What follows belongs to an exercise in optimizing a design on an open flow for small area, a short achievable clock period and few clock cycles per item; a production flow would make more cautious choices. Function was checked by simulation only, so behaviour that the tests miss may differ from the original.

==> inputs of run P <==
==> flow/design.v (excerpt) <==
module mult_top (
  input               clk     ,
  input               rst_n   ,
  input               i_valid ,
  input               i_mulw  ,
  input               i_x_sign,
  input               i_y_sign,
  input      [63:0]   i_x     ,
  input      [63:0]   i_y     ,
  output reg          o_valid ,
  output reg [63:0]   o_hi_res,
  output reg [63:0]   o_lw_res
);
  reg         s1_valid;
  reg         s1_mulw, s1_x_sign, s1_y_sign;
  reg  [63:0] s1_x, s1_y;
  wire [64:0] xr, yr;    
  assign xr = s1_mulw ? {{33{s1_x[31]}}, s1_x[31:0]} : {s1_x_sign & s1_x[63], s1_x};
  assign yr = s1_mulw ? {{33{s1_y[31]}}, s1_y[31:0]} : {s1_y_sign & s1_y[63], s1_y};
  always @(posedge clk or negedge rst_n) begin
    if (!rst_n) begin
      s1_valid <= 1'b0;
      o_valid  <= 1'b0;
    end else begin
      s1_valid <= i_valid;
      o_valid  <= s1_valid;
    end
  end
  always @(posedge clk) begin
    s1_mulw   <= i_mulw;
  ...
Settings: LEC_CHECK=0, ABC_AREA=1, CAP_MARGIN=20, CELL_PAD_IN_SITES_DETAIL_PLACEMENT=1, CELL_PAD_IN_SITES_GLOBAL_PLACEMENT=2, CORE_MARGIN=2, CORE_UTILIZATION=40, PLACE_DENSITY=0.55, SLEW_MARGIN=20, SYNTH_HIERARCHICAL=1; clock period 55.0 ns.
standard.sh (not shown) runs the stock make flow with config.mk's settings and CLKGATE_MAP_FILE= SYNTH_SCRIPT=/design/flow/synth_recipe.tcl, a recipe that flattens the netlist after the stock synthesis.
==> flow/flow/run.sh <==
#!/bin/bash
# Layout flow: the standard ORFS layout (standard.sh, standard synthesis and
# every standard step), except that the port buffers that global placement
# inserts on every input and output are sky130_fd_sc_hd__buf_2 cells instead of
# the default delay-buffer choice. The whole make output goes to run_standard.log.
set -euo pipefail
bash standard.sh BUFFER_PORTS_ARGS="-buffer_cell sky130_fd_sc_hd__buf_2" finish > run_standard.log 2>&1
==> run F: changes against run P <==
--- a/flow/design.v
+++ b/flow/design.v
@@ -7,36 +7,32 @@
   input               i_y_sign,
   input      [63:0]   i_x     ,
   input      [63:0]   i_y     ,
   output reg          o_valid ,
   output reg [63:0]   o_hi_res,
   output reg [63:0]   o_lw_res
 );
   reg         s1_valid;
-  reg         s1_mulw, s1_x_sign, s1_y_sign;
-  reg  [63:0] s1_x, s1_y;
-  wire [64:0] xr, yr;    
-  assign xr = s1_mulw ? {{33{s1_x[31]}}, s1_x[31:0]} : {s1_x_sign & s1_x[63], s1_x};
-  assign yr = s1_mulw ? {{33{s1_y[31]}}, s1_y[31:0]} : {s1_y_sign & s1_y[63], s1_y};
+  reg  [64:0] xr, yr;    
+  wire [64:0] xe, ye;
+  assign xe = i_mulw ? {{33{i_x[31]}}, i_x[31:0]} : {i_x_sign & i_x[63], i_x};
+  assign ye = i_mulw ? {{33{i_y[31]}}, i_y[31:0]} : {i_y_sign & i_y[63], i_y};
   always @(posedge clk or negedge rst_n) begin
     if (!rst_n) begin
       s1_valid <= 1'b0;
       o_valid  <= 1'b0;
     end else begin
       s1_valid <= i_valid;
       o_valid  <= s1_valid;
     end
   end
   always @(posedge clk) begin
-    s1_mulw   <= i_mulw;
-    s1_x_sign <= i_x_sign;
-    s1_y_sign <= i_y_sign;
-    s1_x      <= i_x;
-    s1_y      <= i_y;
+    xr <= xe;
+    yr <= ye;
   end
   wire eb1;
   wire ec2;
   wire one3;
   wire two4;
   wire pp5;
   wire pp6;
   wire pp7;
Settings changed: CAP_MARGIN 20 to 40, CORE_UTILIZATION 40 to 35, PLACE_DENSITY 0.55 to 0.5, SLEW_MARGIN 20 to 50.
==> comparison <==
In fmax, run P and run F hardly differ.
Between run F and run P, the lower global-route usage is in run F (gap 4.0 points).
Of run P and run F, run F has the higher cell count (gap about 5%, measured against run F).
In synthesized area, run F and run P hardly differ.
In run F the die area is larger than in run P, by about 14%.
Run P finished clean. Run F passed the timing, design-rule and antenna checks.
Against run P, the flip-flop and latch count of run F is lower by 1.
Between run F and run P, the lower routed wire length is in run P (gap about 2.7%, measured against run P).
Critical path depth is the same in run F and run P.
In run F the sequential share of layout area is lower than in run P, by 0.055 points.
Of run P and run F, run F has the higher final area (gap about 1.7%, measured against run F).
==> figures <==
item                                                               run P         run F
Multi-input logic portion of the cell area                         0.845         0.829
Distinct cells, synth                                                 45            43
Proportion of layout cells with a drive suffix above 1             0.102         0.104
Final-layout non-clock buffer area share                          0.0400        0.0478
Vias in the first global route                                     86629         86456
M2 GR Usage                                                        0.659         0.621
Wire length of the first global-routing pass                      699 mm        716 mm
Arr. time, crit path                                             1.16 ns       1.14 ns
Number of non-filler instances in the completed layout             11258         11829
Initial core utilization                                           0.403         0.353
Period utilization                                                 0.221         0.221
Number of placement rows                                             173           185
Total die area                                              228000 sq um  260000 sq um
Number of vias in the routed layout                                79679         78873
Global-route met1 utilization                                      0.545         0.504
Violation count after the first detailed-routing iteration          9574          8589
Routed length on met2                                             220 mm        234 mm
# placed instances                                                 11189         11758
Total routed wirelength                                           503 mm        517 mm
Inverters                                                            188           256
Status                                          timing/DRC/antenna clean  timing/DRC/antenna clean
Testbench counts of run P, summed over its fixed seeds: cycles 15,012, items 15,000.
Testbench counts of run F, summed over its fixed seeds: cycles 15,012, items 15,000.

========
==> inputs of yarrow <==
mult_top, a different RTL version from the one above (not shown whole).
Settings: LEC_CHECK=0, ABC_AREA=1, CAP_MARGIN=20, CELL_PAD_IN_SITES_DETAIL_PLACEMENT=1, CELL_PAD_IN_SITES_GLOBAL_PLACEMENT=2, CORE_MARGIN=2, CORE_UTILIZATION=40, PLACE_DENSITY=0.55, SLEW_MARGIN=20, SYNTH_HIERARCHICAL=1; clock period 55.0 ns.
Scripts as last shown in full above: flow/flow/run.sh
==> willow: changes against yarrow <==
--- a/flow/design.v
+++ b/flow/design.v
@@ -9,28 +9,32 @@
   input      [63:0]   i_y     ,
   output reg          o_valid ,
   output reg [63:0]   o_hi_res,
   output reg [63:0]   o_lw_res
 );
   reg         s1_valid;
-  reg  [64:0] xr, yr;    
-  wire [64:0] xe, ye;
-  assign xe = i_mulw ? {{33{i_x[31]}}, i_x[31:0]} : {i_x_sign & i_x[63], i_x};
-  assign ye = i_mulw ? {{33{i_y[31]}}, i_y[31:0]} : {i_y_sign & i_y[63], i_y};
+  reg         s1_mulw, s1_x_sign, s1_y_sign;
+  reg  [63:0] s1_x, s1_y;
+  wire [64:0] xr, yr;    
+  assign xr = s1_mulw ? {{33{s1_x[31]}}, s1_x[31:0]} : {s1_x_sign & s1_x[63], s1_x};
+  assign yr = s1_mulw ? {{33{s1_y[31]}}, s1_y[31:0]} : {s1_y_sign & s1_y[63], s1_y};
   always @(posedge clk or negedge rst_n) begin
     if (!rst_n) begin
       s1_valid <= 1'b0;
       o_valid  <= 1'b0;
     end else begin
       s1_valid <= i_valid;
       o_valid  <= s1_valid;
     end
   end
   always @(posedge clk) begin
-    xr <= xe;
-    yr <= ye;
+    s1_mulw   <= i_mulw;
+    s1_x_sign <= i_x_sign;
+    s1_y_sign <= i_y_sign;
+    s1_x      <= i_x;
+    s1_y      <= i_y;
   end
   wire eb1;
   wire ec2;
   wire one3;
   wire two4;
   wire pp5;
CORE_UTILIZATION = 45   (was 40)
PLACE_DENSITY = 0.6   (was 0.55)
==> parameters.txt <==
Parameter                              Value

Outcome
  Outcome    finished clean

Finish
  Inverters    ~290
  Sequential share of cell area    0.0562
  Number of fillers in the final layout    between 20000 and 25000

Route
  Count of routing violations after the opening detailed-route iteration    10874
  Post-DR wirelength/cell    about 45 microns

Synthesis
  Summed instance area of the synthesized netlist    0.0898 sq mm
  Synthesized instance count    8837
  Post-synth cell types    44

Global route
  First-pass GRT wire length    between 600000 and 700000 microns
  Initial antenna violation count    22

Setup path
  Crit-path leading delay family    adder cells
  Critical path class    reg2reg
  Biggest fanout along the worst timing path    50

STA
  Actual slew at the worst max-slew pin    approximately 1.2 ns

Placed design
  Weighted congestion at the end of routability-driven global placement    between 1 and 1.5
(the above is from willow)
==> parameters.txt <==
Parameter                              Value

Finish
  Inverters    352
  Number of fillers in the final layout    24379

Outcome
  Outcome    finished clean

Route
  Count of routing violations after the opening detailed-route iteration    roughly 9400

STA
  Actual slew at the worst max-slew pin    1.13 ns

Global route
  First-pass GRT wire length    between 600000 and 700000 microns
  Initial antenna violation count    21

Synthesis
  Summed instance area of the synthesized netlist    0.0896 sq mm
  Synthesized instance count    around 9000

Setup path
  Crit-path leading delay family    flip-flops
(the above is from yarrow)
Testbench counts of yarrow, summed over its fixed seeds: cycles 15,012, items 15,000.
Testbench counts of willow, summed over its fixed seeds: cycles 15,012, items 15,000.

-- afterwards: timing with drivers on the ports --
How much do the figures lean on ideal ports? The routed layouts below were timed once more, with nothing changed but the port constraints. Step 1 sets driving cells, clkbuf_16 on the clock port and buf_2 on the other inputs (assumed; they add their load-dependent delay and slew). Step 2 also shifts input and output timing later by t, the mid clock arrival at the registers, as if the neighbouring blocks saw the same clock. Slacks: ideal ports / drivers / drivers and shift; pairs: ideal ports / drivers.
| run | shift t [ns] | setup WS [ns] | latest minus earliest clock arrival (ns) | worst slew at a driven data input, ns |
|---|---|---|---|---|
| run P | 0.765 | 42.843 / 42.749 / 43.340 | 0.026 / 0.026 | 0.05 |
| run F | 0.756 | 42.862 / 42.764 / 42.471 | 0.036 / 0.035 | 0.04 |
| yarrow | 0.774 | 42.844 / 42.740 / 42.177 | 0.037 / 0.036 | 0.07 |
| willow | 0.762 | 42.183 / 42.183 / 42.183 | 0.037 / 0.037 | 0.08 |
After both steps setup and hold are still met in every run listed. The setup slack of yarrow, which loses most, moves by -0.104 ns with the drivers and by -0.667 ns with both steps.
